Background: an optimization exercise with open tools, aiming at small area and a short achievable clock period. Do not read the settings as production practice.
At most, simulation tests tie the RTL to the original design; equivalence was not proved.
No functional check of the RTL was part of run 2.
The flow treats the clock pin as an ideal source, which a real chip does not have.
Power figures rest on the tool's default switching activity, not on a simulated workload.

==> flow/design.v, too long to show whole: its modules and the start of the top module <==
// module fp_mult: 2476 lines
// module fp_mult_fa: 4 lines
// module fp_mult_ha: 4 lines
module fp_mult(
input logic [31:0]    dataA,
input logic [31:0]    dataB,
input logic clock,
output logic [31:0]   result
);
  // ...
==> flow/flow/run.sh <==
#!/bin/bash
set -o pipefail
export BUFFER_PORTS_ARGS="-buffer_cell sky130_fd_sc_hd__buf_2"
export PRE_CTS_TCL="$PWD/flow/skew.tcl"
export SKEW_CELL="sky130_fd_sc_hd__clkdlybuf4s25_1"
bash standard.sh > standard.log 2>&1
==> flow/flow/skew.tcl <==
set block [ord::get_db_block]
set db [ord::get_db]
set clk_net [$block findNet clock]
set dly_master [$db findMaster $::env(SKEW_CELL)]
set late_net [odb::dbNet_create $block clk_late]
$late_net setSigType CLOCK
set dly [odb::dbInst_create $block $dly_master clk_late_dly]
[$dly findITerm A] connect $clk_net
[$dly findITerm X] connect $late_net
set n 0
set sx 0
set sy 0
foreach inst [$block getInsts] {
  set nm [$inst getName]
  if {![regexp {^(r2_|cl\$|s2\$|nan2\$|inf2\$|zero2\$|er2\[|result\[)} $nm]} continue
  set it [$inst findITerm CLK]
  if {$it eq "NULL" || $it eq ""} continue
  $it disconnect
  $it connect $late_net
  set loc [$inst getLocation]
  incr sx [lindex $loc 0]
  incr sy [lindex $loc 1]
  incr n
}
puts "skew: $n registers moved to clk_late"
$dly setLocation [expr {$sx / $n}] [expr {$sy / $n}]
$dly setPlacementStatus PLACED
==> flow/standard.sh <==
#!/bin/bash
# synth_recipe.tcl (not shown) runs the flow's synth.tcl, then flattens the netlist and writes it again
# the make line also repeats each setting of config.mk as NAME=value (left out here)
make -C /OpenROAD-flow-scripts/flow DESIGN_CONFIG=/design/flow/config.mk WORK_HOME=/design/flow/orfs CLKGATE_MAP_FILE= SYNTH_SCRIPT=/design/flow/synth_recipe.tcl "${@:-finish}"
==> flow/config.mk <==
export PLATFORM = sky130hd
export DESIGN_NAME = fp_mult
export DESIGN_NICKNAME = fp_mult
export VERILOG_FILES = /design/flow/design.v
export SDC_FILE = /design/flow/constraint.sdc
export NUM_CORES = 4
export LEC_CHECK = 0
export CAP_MARGIN = 50
export CORE_MARGIN = 2
export CORE_UTILIZATION = 40
export SETUP_SLACK_MARGIN = 5
export SLEW_MARGIN = 60
export SYNTH_HIERARCHICAL = 1
==> flow/constraint.sdc <==
create_clock -name core_clock -period 9.0 [get_ports {clock}]
set_input_delay 1.8000 -clock core_clock [delete_from_list [all_inputs] [get_ports {clock}]]
set_output_delay 1.8000 -clock core_clock [all_outputs]
set_load 0.01 [all_outputs]
==> qor.yml, run 1 <==
status: "finished clean"
reg_top3: "result (32), ma (23), er2 (9)"
chipHeight_um: 213.2
dieArea_um2: 45470
critPathRequiredTime_ns: 9.80
crit_path_frequent_cell: "fa_1"
synthCells: 1609
dp.cells: 2180
instances_no_fill: 2235
p_comb_mw: 4.37
seq_area_um2: 3939
fp-row-count: 76
clock_latency_ns: 0.93
synthToLayoutAreaGrowth_pct: 11.57
hp-class: "reg2reg"
netlist_area_um2: 17510
synthArstFlopShare_pct: 0
syn-num-nets: 2019
clk_pin_slew_worst_paths_ns: 0.07
synth_top_family_by_area: "adder cells"
mostFrequentLayoutCell: "xnor2_1"
gr-usage-met3_pct: 7.207
synth-edff-count: 0
drv_cap: 0
grt_pass1_wl_um: 80210
ff2ff_setup_slack_ns: 5.44
leakage_nw: 7.491
met2WireLength_um: 23720
seqPwrFrac_pct: 19.9
==> inputs of run 2 (changes only) <==
--- a/flow/design.v
+++ b/flow/design.v
@@ -92,103 +92,103 @@
 assign a_zero = a_mz & ~|ea1 & ~sa1;
 assign b_zero = b_mz & ~|eb1 & ~sb1;
 assign a_small = ~&ea1[7:1] | (~ea1[0] & a_mz);
 assign b_small = ~&eb1[7:1] | (~eb1[0] & b_mz);
 logic sp_any, sp_inf;
 assign sp_any = a_ff | b_ff;
 assign sp_inf = (a_ff & a_mz & ~b_zero & b_small) | (b_ff & b_mz & ~a_zero & a_small);
 logic [8:0] ex, er;
-wire g1197;
-wire g1198;
-wire g1199;
-wire g1200;
-wire g1201;
-wire g1202;
-wire g1203;
-wire g1204;
-wire p1205;
-wire p1206;
-wire p1207;
-wire p1208;
-wire p1209;
-wire p1210;
-wire p1211;
-wire p1212;
+wire g1207;
+wire g1208;
+wire g1209;
+wire g1210;
+wire g1211;
+wire g1212;
 wire g1213;
-wire gg1214;
-wire gg1215;
-wire pp1216;
-wire gg1217;
-wire pp1218;
-wire gg1219;
-wire pp1220;
-wire gg1221;
-wire gg1222;
-wire gg1223;
-wire pp1224;
+wire g1214;
+wire p1215;
+wire p1216;
+wire p1217;
+wire p1218;
+wire p1219;
+wire p1220;
+wire p1221;
+wire p1222;
+wire g1223;
+wire gg1224;
 wire gg1225;
 wire pp1226;
 wire gg1227;
-wire gg1228;
+wire pp1228;
 wire gg1229;
-wire gg1230;
-wire sum1231;
-wire sum1232;
-wire sum1233;
-wire sum1234;
-wire sum1235;
-wire sum1236;
-wire sum1237;
-wire sum1238;
-wire sum1239;
-assign g1197 = (ea1[0] & eb1[0]);
-assign g1198 = (ea1[1] & eb1[1]);
-assign g1199 = (ea1[2] & eb1[2]);
-assign g1200 = (ea1[3] & eb1[3]);
-assign g1201 = (ea1[4] & eb1[4]);
-assign g1202 = (ea1[5] & eb1[5]);
-assign g1203 = (ea1[6] & eb1[6]);
-assign g1204 = (ea1[7] & eb1[7]);
-assign p1205 = (ea1[0] ^ eb1[0]);
-assign p1206 = (ea1[1] ^ eb1[1]);
-assign p1207 = (ea1[2] ^ eb1[2]);
-assign p1208 = (ea1[3] ^ eb1[3]);
-assign p1209 = (ea1[4] ^ eb1[4]);
-assign p1210 = (ea1[5] ^ eb1[5]);
-assign p1211 = (ea1[6] ^ eb1[6]);
-assign p1212 = (ea1[7] ^ eb1[7]);
-assign g1213 = (g1197 | p1205);
-assign gg1214 = (g1198 | (p1206 & g1213));
-assign gg1215 = (g1200 | (p1208 & g1199));
-assign pp1216 = (p1208 & p1207);
-assign gg1217 = (g1202 | (p1210 & g1201));
-assign pp1218 = (p1210 & p1209);
-assign gg1219 = (g1204 | (p1212 & g1203));
-assign pp1220 = (p1212 & p1211);
-assign gg1221 = (g1199 | (p1207 & gg1214));
-assign gg1222 = (gg1215 | (pp1216 & gg1214));
-assign gg1223 = (g1203 | (p1211 & gg1217));
-assign pp1224 = (p1211 & pp1218);
-assign gg1225 = (gg1219 | (pp1220 & gg1217));
-assign pp1226 = (pp1220 & pp1218);
-assign gg1227 = (g1201 | (p1209 & gg1222));
-assign gg1228 = (gg1217 | (pp1218 & gg1222));
-assign gg1229 = (gg1223 | (pp1224 & gg1222));
-assign gg1230 = (gg1225 | (pp1226 & gg1222));
-assign sum1231 = ~p1205;
-assign sum1232 = (p1206 ^ g1213);
-assign sum1233 = (p1207 ^ gg1214);
-assign sum1234 = (p1208 ^ gg1221);
-assign sum1235 = (p1209 ^ gg1222);
-assign sum1236 = (p1210 ^ gg1227);
-assign sum1237 = (p1211 ^ gg1228);
-assign sum1238 = (p1212 ^ gg1229);
-assign sum1239 = gg1230;
-assign ex = {sum1239, sum1238, sum1237, sum1236, sum1235, sum1234, sum1233, sum1232, sum1231};
+wire pp1230;
+wire gg1231;
+wire gg1232;
+wire pp1233;
+wire gg1234;
+wire pp1235;
+wire gg1236;
+wire gg1237;
+wire gg1238;
+wire gg1239;
+wire gg1240;
+wire sum1241;
+wire sum1242;
+wire sum1243;
+wire sum1244;
+wire sum1245;
+wire sum1246;
+wire sum1247;
+wire sum1248;
+wire sum1249;
+assign g1207 = (ea1[0] & eb1[0]);
+assign g1208 = (ea1[1] & eb1[1]);
+assign g1209 = (ea1[2] & eb1[2]);
+assign g1210 = (ea1[3] & eb1[3]);
+assign g1211 = (ea1[4] & eb1[4]);
+assign g1212 = (ea1[5] & eb1[5]);
+assign g1213 = (ea1[6] & eb1[6]);
+assign g1214 = (ea1[7] & eb1[7]);
+assign p1215 = (ea1[0] ^ eb1[0]);
+assign p1216 = (ea1[1] ^ eb1[1]);
+assign p1217 = (ea1[2] ^ eb1[2]);
+assign p1218 = (ea1[3] ^ eb1[3]);
+assign p1219 = (ea1[4] ^ eb1[4]);
+assign p1220 = (ea1[5] ^ eb1[5]);
+assign p1221 = (ea1[6] ^ eb1[6]);
+assign p1222 = (ea1[7] ^ eb1[7]);
+assign g1223 = (g1207 | p1215);
+assign gg1224 = (g1208 | (p1216 & g1223));
+assign gg1225 = (g1210 | (p1218 & g1209));
+assign pp1226 = (p1218 & p1217);
+assign gg1227 = (g1212 | (p1220 & g1211));
+assign pp1228 = (p1220 & p1219);
+assign gg1229 = (g1214 | (p1222 & g1213));
+assign pp1230 = (p1222 & p1221);
+assign gg1231 = (gg1225 | (pp1226 & gg1224));
+assign gg1232 = (gg1227 | (pp1228 & gg1225));
+assign pp1233 = (pp1228 & pp1226);
+assign gg1234 = (gg1229 | (pp1230 & gg1227));
+assign pp1235 = (pp1230 & pp1228);
+assign gg1236 = (gg1232 | (pp1233 & gg1224));
+assign gg1237 = (gg1234 | (pp1235 & gg1231));
+assign gg1238 = (g1209 | (p1217 & gg1224));
+assign gg1239 = (g1211 | (p1219 & gg1231));
+assign gg1240 = (g1213 | (p1221 & gg1236));
+assign sum1241 = ~p1215;
+assign sum1242 = (p1216 ^ g1223);
+assign sum1243 = (p1217 ^ gg1224);
+assign sum1244 = (p1218 ^ gg1238);
+assign sum1245 = (p1219 ^ gg1231);
+assign sum1246 = (p1220 ^ gg1239);
+assign sum1247 = (p1221 ^ gg1236);
+assign sum1248 = (p1222 ^ gg1240);
+assign sum1249 = gg1237;
+assign ex = {sum1249, sum1248, sum1247, sum1246, sum1245, sum1244, sum1243, sum1242, sum1241};
 assign er = {~(ex[8] ^ ex[7]), ~ex[7], ex[6:0]};
 wire pp0_0_1;
 wire pp0_1_2;
 wire pp0_2_3;
 wire pp0_3_4;
 wire pp0_4_5;
 wire pp0_5_6;
 wire pp0_6_7;
@@ -1243,149 +1243,159 @@
 wire gg1056;
 wire pp1057;
 wire gg1058;
 wire pp1059;
 wire gg1060;
 wire pp1061;
 wire gg1062;
 wire gg1063;
-wire gg1064;
-wire pp1065;
-wire gg1066;
-wire pp1067;
-wire gg1068;
-wire pp1069;
-wire gg1070;
-wire pp1071;
-wire gg1072;
-wire pp1073;
-wire gg1074;
-wire pp1075;
-wire gg1076;
-wire pp1077;
-wire gg1078;
-wire pp1079;
-wire gg1080;
-wire pp1081;
-wire gg1082;
-wire pp1083;
-wire gg1084;
-wire pp1085;
-wire gg1086;
-wire pp1087;
-wire gg1088;
-wire pp1089;
-wire gg1090;
-wire pp1091;
-wire gg1092;
-wire pp1093;
-wire gg1094;
-wire pp1095;
+wire pp1064;
+wire gg1065;
+wire pp1066;
+wire gg1067;
+wire pp1068;
+wire gg1069;
+wire pp1070;
+wire gg1071;
+wire pp1072;
+wire gg1073;
+wire pp1074;
+wire gg1075;
+wire pp1076;
+wire gg1077;
+wire pp1078;
+wire gg1079;
+wire pp1080;
+wire gg1081;
+wire pp1082;
+wire gg1083;
+wire pp1084;
+wire gg1085;
+wire pp1086;
+wire gg1087;
+wire pp1088;
+wire gg1089;
+wire pp1090;
+wire gg1091;
+wire pp1092;
+wire gg1093;
+wire pp1094;
+wire gg1095;
 wire gg1096;
 wire gg1097;
-wire gg1098;
+wire pp1098;
 wire gg1099;
-wire gg1100;
-wire pp1101;
-wire gg1102;
-wire pp1103;
-wire gg1104;
-wire pp1105;
-wire gg1106;
-wire pp1107;
-wire gg1108;
-wire pp1109;
-wire gg1110;
-wire pp1111;
-wire gg1112;
-wire pp1113;
-wire gg1114;
-wire pp1115;
-wire gg1116;
-wire pp1117;
-wire gg1118;
-wire pp1119;
-wire gg1120;
-wire pp1121;
-wire gg1122;
-wire pp1123;
-wire gg1124;
-wire pp1125;
+wire pp1100;
+wire gg1101;
+wire pp1102;
+wire gg1103;
+wire pp1104;
+wire gg1105;
+wire pp1106;
+wire gg1107;
+wire pp1108;
+wire gg1109;
+wire pp1110;
+wire gg1111;
+wire pp1112;
+wire gg1113;
+wire pp1114;
+wire gg1115;
+wire pp1116;
+wire gg1117;
+wire pp1118;
+wire gg1119;
+wire pp1120;
+wire gg1121;
+wire pp1122;
+wire gg1123;
+wire pp1124;
+wire gg1125;
 wire gg1126;
 wire gg1127;
 wire gg1128;
 wire gg1129;
-wire gg1130;
+wire pp1130;
 wire gg1131;
-wire gg1132;
+wire pp1132;
 wire gg1133;
-wire gg1134;
-wire pp1135;
-wire gg1136;
-wire pp1137;
-wire gg1138;
-wire pp1139;
-wire gg1140;
-wire pp1141;
-wire gg1142;
-wire pp1143;
-wire gg1144;
-wire pp1145;
-wire gg1146;
-wire pp1147;
-wire gg1148;
-wire pp1149;
+wire pp1134;
+wire gg1135;
+wire pp1136;
+wire gg1137;
+wire pp1138;
+wire gg1139;
+wire pp1140;
+wire gg1141;
+wire pp1142;
+wire gg1143;
+wire pp1144;
+wire gg1145;
+wire pp1146;
+wire gg1147;
+wire pp1148;
+wire gg1149;
 wire gg1150;
 wire gg1151;
 wire gg1152;
 wire gg1153;
 wire gg1154;
 wire gg1155;
 wire gg1156;
 wire gg1157;
-wire gg1158;
+wire pp1158;
 wire gg1159;
-wire gg1160;
+wire pp1160;
 wire gg1161;
 wire gg1162;
 wire gg1163;
 wire gg1164;
 wire gg1165;
 wire gg1166;
 wire gg1167;
 wire gg1168;
 wire gg1169;
 wire gg1170;
-wire sum1171;
-wire sum1172;
-wire sum1173;
-wire sum1174;
-wire sum1175;
-wire sum1176;
-wire sum1177;
-wire sum1178;
-wire sum1179;
-wire sum1180;
+wire gg1171;
+wire gg1172;
+wire gg1173;
+wire gg1174;
+wire gg1175;
+wire gg1176;
+wire gg1177;
+wire gg1178;
+wire gg1179;
+wire gg1180;
 wire sum1181;
 wire sum1182;
 wire sum1183;
 wire sum1184;
 wire sum1185;
 wire sum1186;
 wire sum1187;
 wire sum1188;
 wire sum1189;
 wire sum1190;
 wire sum1191;
 wire sum1192;
 wire sum1193;
 wire sum1194;
 wire sum1195;
 wire sum1196;
+wire sum1197;
+wire sum1198;
+wire sum1199;
+wire sum1200;
+wire sum1201;
+wire sum1202;
+wire sum1203;
+wire sum1204;
+wire sum1205;
+wire sum1206;
 logic cl;
 logic r2_11_0;
 logic r2_11_1;
 logic r2_12_0;
 logic r2_12_1;
 logic r2_13_0;
 logic r2_13_1;
 logic r2_14_0;
@@ -2228,151 +2238,161 @@
 assign gg1054 = (g981 | (p1018 & g980));
 assign pp1055 = (p1018 & p1017);
 assign gg1056 = (g983 | (p1020 & g982));
 assign pp1057 = (p1020 & p1019);
 assign gg1058 = (g985 | (p1022 & g984));
 assign pp1059 = (p1022 & p1021);
 assign gg1060 = (g987 | (p1024 & g986));
 assign pp1061 = (p1024 & p1023);
-assign gg1062 = (g954 | (p991 & gg1027));
-assign gg1063 = (gg1028 | (pp1029 & gg1027));
-assign gg1064 = (g958 | (p995 & gg1030));
-assign pp1065 = (p995 & pp1031);
-assign gg1066 = (gg1032 | (pp1033 & gg1030));
-assign pp1067 = (pp1033 & pp1031);
-assign gg1068 = (g962 | (p999 & gg1034));
-assign pp1069 = (p999 & pp1035);
-assign gg1070 = (gg1036 | (pp1037 & gg1034));
-assign pp1071 = (pp1037 & pp1035);
-assign gg1072 = (g966 | (p1003 & gg1038));
-assign pp1073 = (p1003 & pp1039);
-assign gg1074 = (gg1040 | (pp1041 & gg1038));
-assign pp1075 = (pp1041 & pp1039);
-assign gg1076 = (g970 | (p1007 & gg1042));
-assign pp1077 = (p1007 & pp1043);
-assign gg1078 = (gg1044 | (pp1045 & gg1042));
-assign pp1079 = (pp1045 & pp1043);
-assign gg1080 = (g974 | (p1011 & gg1046));
-assign pp1081 = (p1011 & pp1047);
-assign gg1082 = (gg1048 | (pp1049 & gg1046));
-assign pp1083 = (pp1049 & pp1047);
-assign gg1084 = (g978 | (p1015 & gg1050));
-assign pp1085 = (p1015 & pp1051);
-assign gg1086 = (gg1052 | (pp1053 & gg1050));
-assign pp1087 = (pp1053 & pp1051);
-assign gg1088 = (g982 | (p1019 & gg1054));
-assign pp1089 = (p1019 & pp1055);
-assign gg1090 = (gg1056 | (pp1057 & gg1054));
-assign pp1091 = (pp1057 & pp1055);
-assign gg1092 = (g986 | (p1023 & gg1058));
-assign pp1093 = (p1023 & pp1059);
-assign gg1094 = (gg1060 | (pp1061 & gg1058));
-assign pp1095 = (pp1061 & pp1059);
-assign gg1096 = (g956 | (p993 & gg1063));
-assign gg1097 = (gg1030 | (pp1031 & gg1063));
-assign gg1098 = (gg1064 | (pp1065 & gg1063));
-assign gg1099 = (gg1066 | (pp1067 & gg1063));
-assign gg1100 = (g964 | (p1001 & gg1070));
-assign pp1101 = (p1001 & pp1071);
-assign gg1102 = (gg1038 | (pp1039 & gg1070));
-assign pp1103 = (pp1039 & pp1071);
-assign gg1104 = (gg1072 | (pp1073 & gg1070));
-assign pp1105 = (pp1073 & pp1071);
-assign gg1106 = (gg1074 | (pp1075 & gg1070));
-assign pp1107 = (pp1075 & pp1071);
-assign gg1108 = (g972 | (p1009 & gg1078));
-assign pp1109 = (p1009 & pp1079);
-assign gg1110 = (gg1046 | (pp1047 & gg1078));
-assign pp1111 = (pp1047 & pp1079);
-assign gg1112 = (gg1080 | (pp1081 & gg1078));
-assign pp1113 = (pp1081 & pp1079);
-assign gg1114 = (gg1082 | (pp1083 & gg1078));
-assign pp1115 = (pp1083 & pp1079);
-assign gg1116 = (g980 | (p1017 & gg1086));
-assign pp1117 = (p1017 & pp1087);
-assign gg1118 = (gg1054 | (pp1055 & gg1086));
-assign pp1119 = (pp1055 & pp1087);
-assign gg1120 = (gg1088 | (pp1089 & gg1086));
-assign pp1121 = (pp1089 & pp1087);
-assign gg1122 = (gg1090 | (pp1091 & gg1086));
-assign pp1123 = (pp1091 & pp1087);
-assign gg1124 = (g988 | (p1025 & gg1094));
-assign pp1125 = (p1025 & pp1095);
-assign gg1126 = (g960 | (p997 & gg1099));
-assign gg1127 = (gg1034 | (pp1035 & gg1099));
-assign gg1128 = (gg1068 | (pp1069 & gg1099));
-assign gg1129 = (gg1070 | (pp1071 & gg1099));
-assign gg1130 = (gg1100 | (pp1101 & gg1099));
-assign gg1131 = (gg1102 | (pp1103 & gg1099));
-assign gg1132 = (gg1104 | (pp1105 & gg1099));
-assign gg1133 = (gg1106 | (pp1107 & gg1099));
-assign gg1134 = (g976 | (p1013 & gg1114));
-assign pp1135 = (p1013 & pp1115);
-assign gg1136 = (gg1050 | (pp1051 & gg1114));
-assign pp1137 = (pp1051 & pp1115);
-assign gg1138 = (gg1084 | (pp1085 & gg1114));
-assign pp1139 = (pp1085 & pp1115);
-assign gg1140 = (gg1086 | (pp1087 & gg1114));
-assign pp1141 = (pp1087 & pp1115);
-assign gg1142 = (gg1116 | (pp1117 & gg1114));
-assign pp1143 = (pp1117 & pp1115);
-assign gg1144 = (gg1118 | (pp1119 & gg1114));
-assign pp1145 = (pp1119 & pp1115);
-assign gg1146 = (gg1120 | (pp1121 & gg1114));
-assign pp1147 = (pp1121 & pp1115);
-assign gg1148 = (gg1122 | (pp1123 & gg1114));
-assign pp1149 = (pp1123 & pp1115);
-assign gg1150 = (g968 | (p1005 & gg1133));
-assign gg1151 = (gg1042 | (pp1043 & gg1133));
-assign gg1152 = (gg1076 | (pp1077 & gg1133));
-assign gg1153 = (gg1078 | (pp1079 & gg1133));
-assign gg1154 = (gg1108 | (pp1109 & gg1133));
-assign gg1155 = (gg1110 | (pp1111 & gg1133));
-assign gg1156 = (gg1112 | (pp1113 & gg1133));
-assign gg1157 = (gg1114 | (pp1115 & gg1133));
-assign gg1158 = (gg1134 | (pp1135 & gg1133));
-assign gg1159 = (gg1136 | (pp1137 & gg1133));
-assign gg1160 = (gg1138 | (pp1139 & gg1133));
-assign gg1161 = (gg1140 | (pp1141 & gg1133));
-assign gg1162 = (gg1142 | (pp1143 & gg1133));
-assign gg1163 = (gg1144 | (pp1145 & gg1133));
-assign gg1164 = (gg1146 | (pp1147 & gg1133));
-assign gg1165 = (gg1148 | (pp1149 & gg1133));
-assign gg1166 = (g984 | (p1021 & gg1165));
-assign gg1167 = (gg1058 | (pp1059 & gg1165));
-assign gg1168 = (gg1092 | (pp1093 & gg1165));
-assign gg1169 = (gg1094 | (pp1095 & gg1165));
-assign gg1170 = (gg1124 | (pp1125 & gg1165));
-assign sum1171 = (p1000 ^ gg1128);
-assign sum1172 = (p1001 ^ gg1129);
-assign sum1173 = (p1002 ^ gg1130);
-assign sum1174 = (p1003 ^ gg1131);
-assign sum1175 = (p1004 ^ gg1132);
-assign sum1176 = (p1005 ^ gg1133);
-assign sum1177 = (p1006 ^ gg1150);
-assign sum1178 = (p1007 ^ gg1151);
-assign sum1179 = (p1008 ^ gg1152);
-assign sum1180 = (p1009 ^ gg1153);
-assign sum1181 = (p1010 ^ gg1154);
-assign sum1182 = (p1011 ^ gg1155);
-assign sum1183 = (p1012 ^ gg1156);
-assign sum1184 = (p1013 ^ gg1157);
-assign sum1185 = (p1014 ^ gg1158);
-assign sum1186 = (p1015 ^ gg1159);
-assign sum1187 = (p1016 ^ gg1160);
-assign sum1188 = (p1017 ^ gg1161);
-assign sum1189 = (p1018 ^ gg1162);
-assign sum1190 = (p1019 ^ gg1163);
-assign sum1191 = (p1020 ^ gg1164);
-assign sum1192 = (p1021 ^ gg1165);
-assign sum1193 = (p1022 ^ gg1166);
-assign sum1194 = (p1023 ^ gg1167);
-assign sum1195 = (p1024 ^ gg1168);
-assign sum1196 = (p1025 ^ gg1169);
+assign gg1062 = (gg1028 | (pp1029 & gg1027));
+assign gg1063 = (gg1030 | (pp1031 & gg1028));
+assign pp1064 = (pp1031 & pp1029);
+assign gg1065 = (gg1032 | (pp1033 & gg1030));
+assign pp1066 = (pp1033 & pp1031);
+assign gg1067 = (gg1034 | (pp1035 & gg1032));
+assign pp1068 = (pp1035 & pp1033);
+assign gg1069 = (gg1036 | (pp1037 & gg1034));
+assign pp1070 = (pp1037 & pp1035);
+assign gg1071 = (gg1038 | (pp1039 & gg1036));
+assign pp1072 = (pp1039 & pp1037);
+assign gg1073 = (gg1040 | (pp1041 & gg1038));
+assign pp1074 = (pp1041 & pp1039);
+assign gg1075 = (gg1042 | (pp1043 & gg1040));
+assign pp1076 = (pp1043 & pp1041);
+assign gg1077 = (gg1044 | (pp1045 & gg1042));
+assign pp1078 = (pp1045 & pp1043);
+assign gg1079 = (gg1046 | (pp1047 & gg1044));
+assign pp1080 = (pp1047 & pp1045);
+assign gg1081 = (gg1048 | (pp1049 & gg1046));
+assign pp1082 = (pp1049 & pp1047);
+assign gg1083 = (gg1050 | (pp1051 & gg1048));
+assign pp1084 = (pp1051 & pp1049);
+assign gg1085 = (gg1052 | (pp1053 & gg1050));
+assign pp1086 = (pp1053 & pp1051);
+assign gg1087 = (gg1054 | (pp1055 & gg1052));
+assign pp1088 = (pp1055 & pp1053);
+assign gg1089 = (gg1056 | (pp1057 & gg1054));
+assign pp1090 = (pp1057 & pp1055);
+assign gg1091 = (gg1058 | (pp1059 & gg1056));
+assign pp1092 = (pp1059 & pp1057);
+assign gg1093 = (gg1060 | (pp1061 & gg1058));
+assign pp1094 = (pp1061 & pp1059);
+assign gg1095 = (gg1063 | (pp1064 & gg1027));
+assign gg1096 = (gg1065 | (pp1066 & gg1062));
+assign gg1097 = (gg1067 | (pp1068 & gg1063));
+assign pp1098 = (pp1068 & pp1064);
+assign gg1099 = (gg1069 | (pp1070 & gg1065));
+assign pp1100 = (pp1070 & pp1066);
+assign gg1101 = (gg1071 | (pp1072 & gg1067));
+assign pp1102 = (pp1072 & pp1068);
+assign gg1103 = (gg1073 | (pp1074 & gg1069));
+assign pp1104 = (pp1074 & pp1070);
+assign gg1105 = (gg1075 | (pp1076 & gg1071));
+assign pp1106 = (pp1076 & pp1072);
+assign gg1107 = (gg1077 | (pp1078 & gg1073));
+assign pp1108 = (pp1078 & pp1074);
+assign gg1109 = (gg1079 | (pp1080 & gg1075));
+assign pp1110 = (pp1080 & pp1076);
+assign gg1111 = (gg1081 | (pp1082 & gg1077));
+assign pp1112 = (pp1082 & pp1078);
+assign gg1113 = (gg1083 | (pp1084 & gg1079));
+assign pp1114 = (pp1084 & pp1080);
+assign gg1115 = (gg1085 | (pp1086 & gg1081));
+assign pp1116 = (pp1086 & pp1082);
+assign gg1117 = (gg1087 | (pp1088 & gg1083));
+assign pp1118 = (pp1088 & pp1084);
+assign gg1119 = (gg1089 | (pp1090 & gg1085));
+assign pp1120 = (pp1090 & pp1086);
+assign gg1121 = (gg1091 | (pp1092 & gg1087));
+assign pp1122 = (pp1092 & pp1088);
+assign gg1123 = (gg1093 | (pp1094 & gg1089));
+assign pp1124 = (pp1094 & pp1090);
+assign gg1125 = (gg1097 | (pp1098 & gg1027));
+assign gg1126 = (gg1099 | (pp1100 & gg1062));
+assign gg1127 = (gg1101 | (pp1102 & gg1095));
+assign gg1128 = (gg1103 | (pp1104 & gg1096));
+assign gg1129 = (gg1105 | (pp1106 & gg1097));
+assign pp1130 = (pp1106 & pp1098);
+assign gg1131 = (gg1107 | (pp1108 & gg1099));
+assign pp1132 = (pp1108 & pp1100);
+assign gg1133 = (gg1109 | (pp1110 & gg1101));
+assign pp1134 = (pp1110 & pp1102);
+assign gg1135 = (gg1111 | (pp1112 & gg1103));
+assign pp1136 = (pp1112 & pp1104);
+assign gg1137 = (gg1113 | (pp1114 & gg1105));
+assign pp1138 = (pp1114 & pp1106);
+assign gg1139 = (gg1115 | (pp1116 & gg1107));
+assign pp1140 = (pp1116 & pp1108);
+assign gg1141 = (gg1117 | (pp1118 & gg1109));
+assign pp1142 = (pp1118 & pp1110);
+assign gg1143 = (gg1119 | (pp1120 & gg1111));
+assign pp1144 = (pp1120 & pp1112);
+assign gg1145 = (gg1121 | (pp1122 & gg1113));
+assign pp1146 = (pp1122 & pp1114);
+assign gg1147 = (gg1123 | (pp1124 & gg1115));
+assign pp1148 = (pp1124 & pp1116);
+assign gg1149 = (gg1129 | (pp1130 & gg1027));
+assign gg1150 = (gg1131 | (pp1132 & gg1062));
+assign gg1151 = (gg1133 | (pp1134 & gg1095));
+assign gg1152 = (gg1135 | (pp1136 & gg1096));
+assign gg1153 = (gg1137 | (pp1138 & gg1125));
+assign gg1154 = (gg1139 | (pp1140 & gg1126));
+assign gg1155 = (gg1141 | (pp1142 & gg1127));
+assign gg1156 = (gg1143 | (pp1144 & gg1128));
+assign gg1157 = (gg1145 | (pp1146 & gg1129));
+assign pp1158 = (pp1146 & pp1130);
+assign gg1159 = (gg1147 | (pp1148 & gg1131));
+assign pp1160 = (pp1148 & pp1132);
+assign gg1161 = (gg1157 | (pp1158 & gg1027));
+assign gg1162 = (gg1159 | (pp1160 & gg1062));
+assign gg1163 = (g954 | (p991 & gg1027));
+assign gg1164 = (g956 | (p993 & gg1062));
+assign gg1165 = (g958 | (p995 & gg1095));
+assign gg1166 = (g960 | (p997 & gg1096));
+assign gg1167 = (g962 | (p999 & gg1125));
+assign gg1168 = (g964 | (p1001 & gg1126));
+assign gg1169 = (g966 | (p1003 & gg1127));
+assign gg1170 = (g968 | (p1005 & gg1128));
+assign gg1171 = (g970 | (p1007 & gg1149));
+assign gg1172 = (g972 | (p1009 & gg1150));
+assign gg1173 = (g974 | (p1011 & gg1151));
+assign gg1174 = (g976 | (p1013 & gg1152));
+assign gg1175 = (g978 | (p1015 & gg1153));
+assign gg1176 = (g980 | (p1017 & gg1154));
+assign gg1177 = (g982 | (p1019 & gg1155));
+assign gg1178 = (g984 | (p1021 & gg1156));
+assign gg1179 = (g986 | (p1023 & gg1161));
+assign gg1180 = (g988 | (p1025 & gg1162));
+assign sum1181 = (p1000 ^ gg1167);
+assign sum1182 = (p1001 ^ gg1126);
+assign sum1183 = (p1002 ^ gg1168);
+assign sum1184 = (p1003 ^ gg1127);
+assign sum1185 = (p1004 ^ gg1169);
+assign sum1186 = (p1005 ^ gg1128);
+assign sum1187 = (p1006 ^ gg1170);
+assign sum1188 = (p1007 ^ gg1149);
+assign sum1189 = (p1008 ^ gg1171);
+assign sum1190 = (p1009 ^ gg1150);
+assign sum1191 = (p1010 ^ gg1172);
+assign sum1192 = (p1011 ^ gg1151);
+assign sum1193 = (p1012 ^ gg1173);
+assign sum1194 = (p1013 ^ gg1152);
+assign sum1195 = (p1014 ^ gg1174);
+assign sum1196 = (p1015 ^ gg1153);
+assign sum1197 = (p1016 ^ gg1175);
+assign sum1198 = (p1017 ^ gg1154);
+assign sum1199 = (p1018 ^ gg1176);
+assign sum1200 = (p1019 ^ gg1155);
+assign sum1201 = (p1020 ^ gg1177);
+assign sum1202 = (p1021 ^ gg1156);
+assign sum1203 = (p1022 ^ gg1178);
+assign sum1204 = (p1023 ^ gg1161);
+assign sum1205 = (p1024 ^ gg1179);
+assign sum1206 = (p1025 ^ gg1162);
 logic s2, nan2, inf2, zero2;
 logic [8:0] er2;
 always_ff @(posedge clock) begin
     s2    <= sa1 ^ sb1;
     nan2  <= sp_any & ~sp_inf;
     inf2  <= sp_any & sp_inf;
     zero2 <= ~sp_any & (a_zero | b_zero);    
     er2   <= er;
@@ -2448,17 +2468,17 @@
     r2_45_0 <= c912;
     r2_45_1 <= s913;
     r2_46_0 <= c914;
     r2_46_1 <= s915;
     r2_47_0 <= c916;
     r2_47_1 <= k348;
 end
 logic [47:22] p;
-assign p = {sum1196, sum1195, sum1194, sum1193, sum1192, sum1191, sum1190, sum1189, sum1188, sum1187, sum1186, sum1185, sum1184, sum1183, sum1182, sum1181, sum1180, sum1179, sum1178, sum1177, sum1176, sum1175, sum1174, sum1173, sum1172, sum1171};
+assign p = {sum1206, sum1205, sum1204, sum1203, sum1202, sum1201, sum1200, sum1199, sum1198, sum1197, sum1196, sum1195, sum1194, sum1193, sum1192, sum1191, sum1190, sum1189, sum1188, sum1187, sum1186, sum1185, sum1184, sum1183, sum1182, sum1181};
 logic [8:0] er2i;
 assign er2i[0] = ~er2[0];
 genvar k;
 generate for (k = 1; k < 9; k = k + 1) begin : inc
     assign er2i[k] = er2[k] ^ (&er2[k-1:0]);
 end endgenerate
 logic ok0, ok1, ff0, ff1;
 assign ok0 = ~nan2 & ~inf2 & ~zero2 & ~er2[8];       
==> flow/flow/run.sh (replaced) <==
#!/bin/bash
set -o pipefail
export BUFFER_PORTS_ARGS="-buffer_cell sky130_fd_sc_hd__buf_2"
export POST_CTS_TCL="$PWD/flow/skew.tcl"
export SKEW_CELL="${SKEW_CELL:-sky130_fd_sc_hd__clkdlybuf4s25_1}"
export SKEW_BUF="${SKEW_BUF:-sky130_fd_sc_hd__clkbuf_8}"
bash standard.sh > standard.log 2>&1
==> flow/flow/skew.tcl (replaced) <==
set block [ord::get_db_block]
set db [ord::get_db]
set dly_master [$db findMaster $::env(SKEW_CELL)]
set buf_master [$db findMaster $::env(SKEW_BUF)]
set late {^(r2_|cl\$|s2\$|nan2\$|inf2\$|zero2\$|er2\\?\[|result\\?\[)}
set groups [dict create]
foreach inst [$block getInsts] {
  if {![regexp $late [$inst getName]]} continue
  set it [$inst findITerm CLK]
  if {$it eq "NULL" || $it eq ""} continue
  set net [$it getNet]
  dict lappend groups [$net getName] $it
}
set k 0
set moved 0
dict for {netname iterms} $groups {
  set net [$block findNet $netname]
  set mid_net [odb::dbNet_create $block "clk_late_mid_$k"]
  $mid_net setSigType CLOCK
  set late_net [odb::dbNet_create $block "clk_late_$k"]
  $late_net setSigType CLOCK
  set dly [odb::dbInst_create $block $dly_master "clk_late_dly_$k"]
  [$dly findITerm A] connect $net
  [$dly findITerm X] connect $mid_net
  set buf [odb::dbInst_create $block $buf_master "clk_late_buf_$k"]
  [$buf findITerm A] connect $mid_net
  [$buf findITerm X] connect $late_net
  set sx 0; set sy 0
  foreach it $iterms {
    $it disconnect
    $it connect $late_net
    set loc [[$it getInst] getLocation]
    set sx [expr {$sx + [lindex $loc 0]}]
    set sy [expr {$sy + [lindex $loc 1]}]
  }
  set n [llength $iterms]
  incr moved $n
  $dly setLocation [expr {$sx / $n}] [expr {$sy / $n}]
  $dly setPlacementStatus PLACED
  $buf setLocation [expr {$sx / $n}] [expr {$sy / $n}]
  $buf setPlacementStatus PLACED
  incr k
}
puts "skew: $moved registers on $k leaf nets moved behind $::env(SKEW_CELL) and $::env(SKEW_BUF)"
detailed_placement
check_placement -verbose
estimate_parasitics -placement
report_clock_skew
==> flow/config.mk (replaced) <==
export PLATFORM = sky130hd
export DESIGN_NAME = fp_mult
export DESIGN_NICKNAME = fp_mult
export VERILOG_FILES = /design/flow/design.v
export SDC_FILE = /design/flow/constraint.sdc
export NUM_CORES = 4
export LEC_CHECK = 0
export CAP_MARGIN = 50
export CORE_MARGIN = 2
export CORE_UTILIZATION = 40
export HOLD_SLACK_MARGIN = 0.1
export SETUP_SLACK_MARGIN = 5
export SLEW_MARGIN = 60
export SYNTH_HIERARCHICAL = 1
==> qor.yml, run 2 <==
ff2ff_setup_slack_ns: 5.26  # was 5.44 ns
clockPowerShare_pct: 15.5  # was 16.6%
skew_ns: 0.4516  # was 0.1279 ns
whs_endpoint: "s2"  # unchanged
seqPwrFrac_pct: 20.4  # was 19.9%
r2r_start: "r2_19_0"  # was bo6
synth_top_area_share_pct: 31.54  # was 30.64%
coreArea_um2: 43270  # was 43170 um2
post_dp_cell_area_um2: 18670  # was 18510 um2
wl_per_cell_um: 23.25  # was 23.79 um
cp_max_fo: 4  # was 25
dp_hpwl_um: 34190  # was 33470 um
rsz0062_at_grt: "no"  # unchanged
crit_type: "reg2reg"  # unchanged
cts_tree: "yes"  # unchanged
largest-register: "result"  # unchanged
layout_common_cells: "278 x fa_1, 268 x a22oi_1, 265 x xnor2_1"  # was 282 x xnor2_1, 268 x fa_1, 263 x a22oi_1
ys.warnings.count: 7  # unchanged
switching_share_pct: 43.49  # was 43.61%
grt_antenna_before_repair: 1  # was 0
numClockSinks: 196
whs_ns: 0.08408  # was 0.3282 ns
synth-edff-count: 0  # unchanged
grt_pass1_wl_um: 81940  # was 80210 um
first_global_vias: 14198  # was 13.72k
synth_cell_types: 57  # was 63
overflow: 0  # unchanged
port_buffers: 96  # unchanged
reg_top3: "result (32), ma (23), er2 (9)"  # unchanged
max_freq_ghz: 0.2673  # was 0.2812 GHz
drt-total-wl_um: 52240  # was 53170 um
slew_viol_final: 0  # unchanged
netlist_area_um2: 17650  # was 17510 um2
cp.arrival_ns: 4.50  # was 4.36 ns
min_period_over_period_pct: 41.57  # was 39.52%
finalNetCount: 2070  # was 2040
r2r_cells: 12  # was 8
critPathRequiredTime_ns: 9.76  # was 9.80 ns
ant_nets: 0  # unchanged
grt_max_degree: 29  # unchanged
endpoint_kind: "flip-flop"  # unchanged
tightest_slew_ns: 0.5862  # was 0.6077 ns
ys.flop_type: "dfxtp_1"  # unchanged
holdPathStages: 1  # unchanged
synthTopCellsByCount: "278 x fa_1, 268 x a22oi_1, 265 x xnor2_1"  # was 282 x xnor2_1, 268 x fa_1, 263 x a22oi_1
final_util_pct: 45.32  # was 45.26%
synthToLayoutAreaGrowth_pct: 11.13  # was 11.57%
mostFrequentLayoutCell: "fa_1"  # was xnor2_1
start_util_pct: 40.78  # was 40.56%
status: "finished clean"  # unchanged
ys_top_cells_by_area: "fa_1 32%, dfxtp_1 22%, xnor2_1 13%, a22oi_1 11%, ha_1 5.5%"  # was fa_1 31%, dfxtp_1 22%, xnor2_1 14%, a22oi_1 11%, ha_1 5.5%
synth_area_leader_cell: "fa_1"  # unchanged
regToRegEndpoint: "result[18]"  # was r2_28_1
seq_area_frac_synth_pct: 22.24  # was 22.41%
period_minus_slack_ns: 3.741  # was 3.557 ns
worstHoldStart: "sb1"  # was sa1
final_hold_viol_count: 0  # unchanged
clk_pin_slew_worst_paths_ns: 0.07  # about the same
max-vdd-ir-drop_v: 0.0001502  # was 0.0001841 V
synth_most_common_cell: "fa_1"  # was xnor2_1
combPwrFrac_pct: 64.1  # was 63.5%
drt_iter0_markers: 1307  # was 1448
n_antenna_cell: 0  # unchanged
setup-tns-final_ns: 0  # unchanged
drcViolationCount: 0  # unchanged
largest_reg_flops: 32  # unchanged
finalSetupViolCount: 0  # unchanged
p_sw_mw: 2.919  # was 2.998 mW
synthArstFlopShare_pct: 0  # unchanged
vias: 13129  # was 13.08k
synthCells: 1620  # was 1609
hp-class: "reg2reg"  # unchanged
drive_gt1_share_pct: 13.18  # was 13.82%
critPathLaunchType: "flip-flop"  # unchanged
p_per_area_nw_per_um2: 342.3  # was 351.9 nW/um2
syn_avg_cell_area_um2: 10.89  # was 10.88 um2
vias_per_cell: 5.843  # was 5.853
chipHeight_um: 214.0  # was 213.2 um
clock_latency_ns: 0.89  # was 0.93 ns
syn-num-nets: 2040  # was 2019
grtUsageTotal_pct: 23.19  # was 23.96%
drv_cap: 0  # unchanged
fp-row-count: 76  # unchanged
firstDrtPassIters: 8  # was 6
io_pins: 97  # unchanged
dieArea_um2: 45810  # was 45470 um2
place_congestion: 0.8544  # was 0.8849
die_w_um: 214.0  # was 213.2 um
final_area_um2: 19610  # was 19540 um2
leakage_nw: 7.568  # was 7.491 nW
slew-limit-headroom_pct: 60.92  # was 59.49%
synth-seq-cells: 196  # unchanged
intPower_mw: 3.793  # was 3.877 mW
run 2: stage by stage:
stage,instances,setup WS (ns),total power [mW]
floorplan,1620,5.214,4.388
global placement,2187,4.954,5.518
detailed placement,2188,5.331,5.669
global route,2247,5.081,7.391
finish,2247,5.259,6.712
run 2: metal layers:
metal	track usage (%)	wire [um]	vias up
li1	-	-	5630
met1	30.55	21540	6643
met3	7.277	5263	118
met5	0	13	-
met2	35.63	23970	736
met4	9.021	1450	2
run 2: per-module statistics from Yosys (local to each module, per instance):
module	flops+latches	cells	cell area, um2
fp_mult	196	1336	12120
fp_mult_fa	0	1	20.02
fp_mult_ha	0	1	12.51
run 2: cell families after synthesis:
group | count (synthesis) | synth area share (%)
AO/OA/AOI/OAI | 395 | 16.22
adder cells (fa/ha/maj) | 355 | 37.00
AND/OR/NAND/NOR | 154 | 4.595
multiplexers | 3 | 0.2552
XOR/XNOR | 303 | 15.08
buffers and inverters | 214 | 4.609
flip-flops | 196 | 22.24
run 2: power by group through the flow:
stage / combinational, mW / clock [mW] / sequential, mW
finish: 4.30 / 1.04 / 1.37
detailed placement: 4.28 / 0 / 1.39
floorplan: 3.02 / 0 / 1.37
global placement: 4.13 / 0 / 1.38
global route: 4.89 / 1.10 / 1.40
run 2: worst max path at each step:
stage,start,endpoint,slack [ns],cells after the start
after floorplan,bn6,r2_25_1,5.21,8
after global placement,bo5,r2_24_1,4.95,7
after detailed placement,ma[20],r2_25_1,5.33,7
after global routing,r2_17_0,result[19],5.08,12
final,r2_19_0,result[18],5.26,12
run 2: area by class of cell, clock buffers not listed:
type | instances | area [um2]
multi-input cells | 1210 | 12940
flip-flops and latches | 196 | 3941
clock inverters | 11 | 126.4
plain buffers | 26 | 309.0
repair buffers | 151 | 922.1
fillers | 4066 | 23660
inverters | 48 | 180.2
well taps | 585 | 732.0
run 2: critical path, cell delays in order, from the launching register on:
cell      delay (ns)
dfxtp_1         0.31
ha_1            0.29
nand4_1         0.25
o21bai_1        0.44
nor3_1          0.09
a21o_1          0.24
and3b_1         0.26
o31a_1          0.33
o31ai_1         0.45
a211oi_1        0.14
nor2_1          0.15
fa_1            0.44
a22o_1          0.22

[what the ideal ports hide]
No port has a modelled driver above. Below, the same layouts with a new extraction and two added sets of constraints. Step 1, drivers: a clkbuf_16 drives clock and a buf_2 each remaining input, both assumed. Step 2, shift: input delay + t, output delay - t, t = (earliest + latest rising clock arrival at the registers) / 2. This alone moves slack from input paths to output paths. a / b / c = ideal / step 1 / step 2; a / b = the first two.
run	t (ns)	setup slack, ns	hold slack, ns	latest minus earliest clock arrival (ns)	worst slew at a driven data input, ns	cell pins on the clock port's net
run 1	0.932	5.443 / 5.443 / 5.443	0.328 / 0.328 / 0.328	0.128 / 0.128	0.04	2
run 2	0.725	5.259 / 5.259 / 5.259	0.084 / 0.084 / 0.084	0.452 / 0.452	0.07	1
In run 2 the clock reaches the registers at very different times; t lies between them, and the last value is a rough guide only.
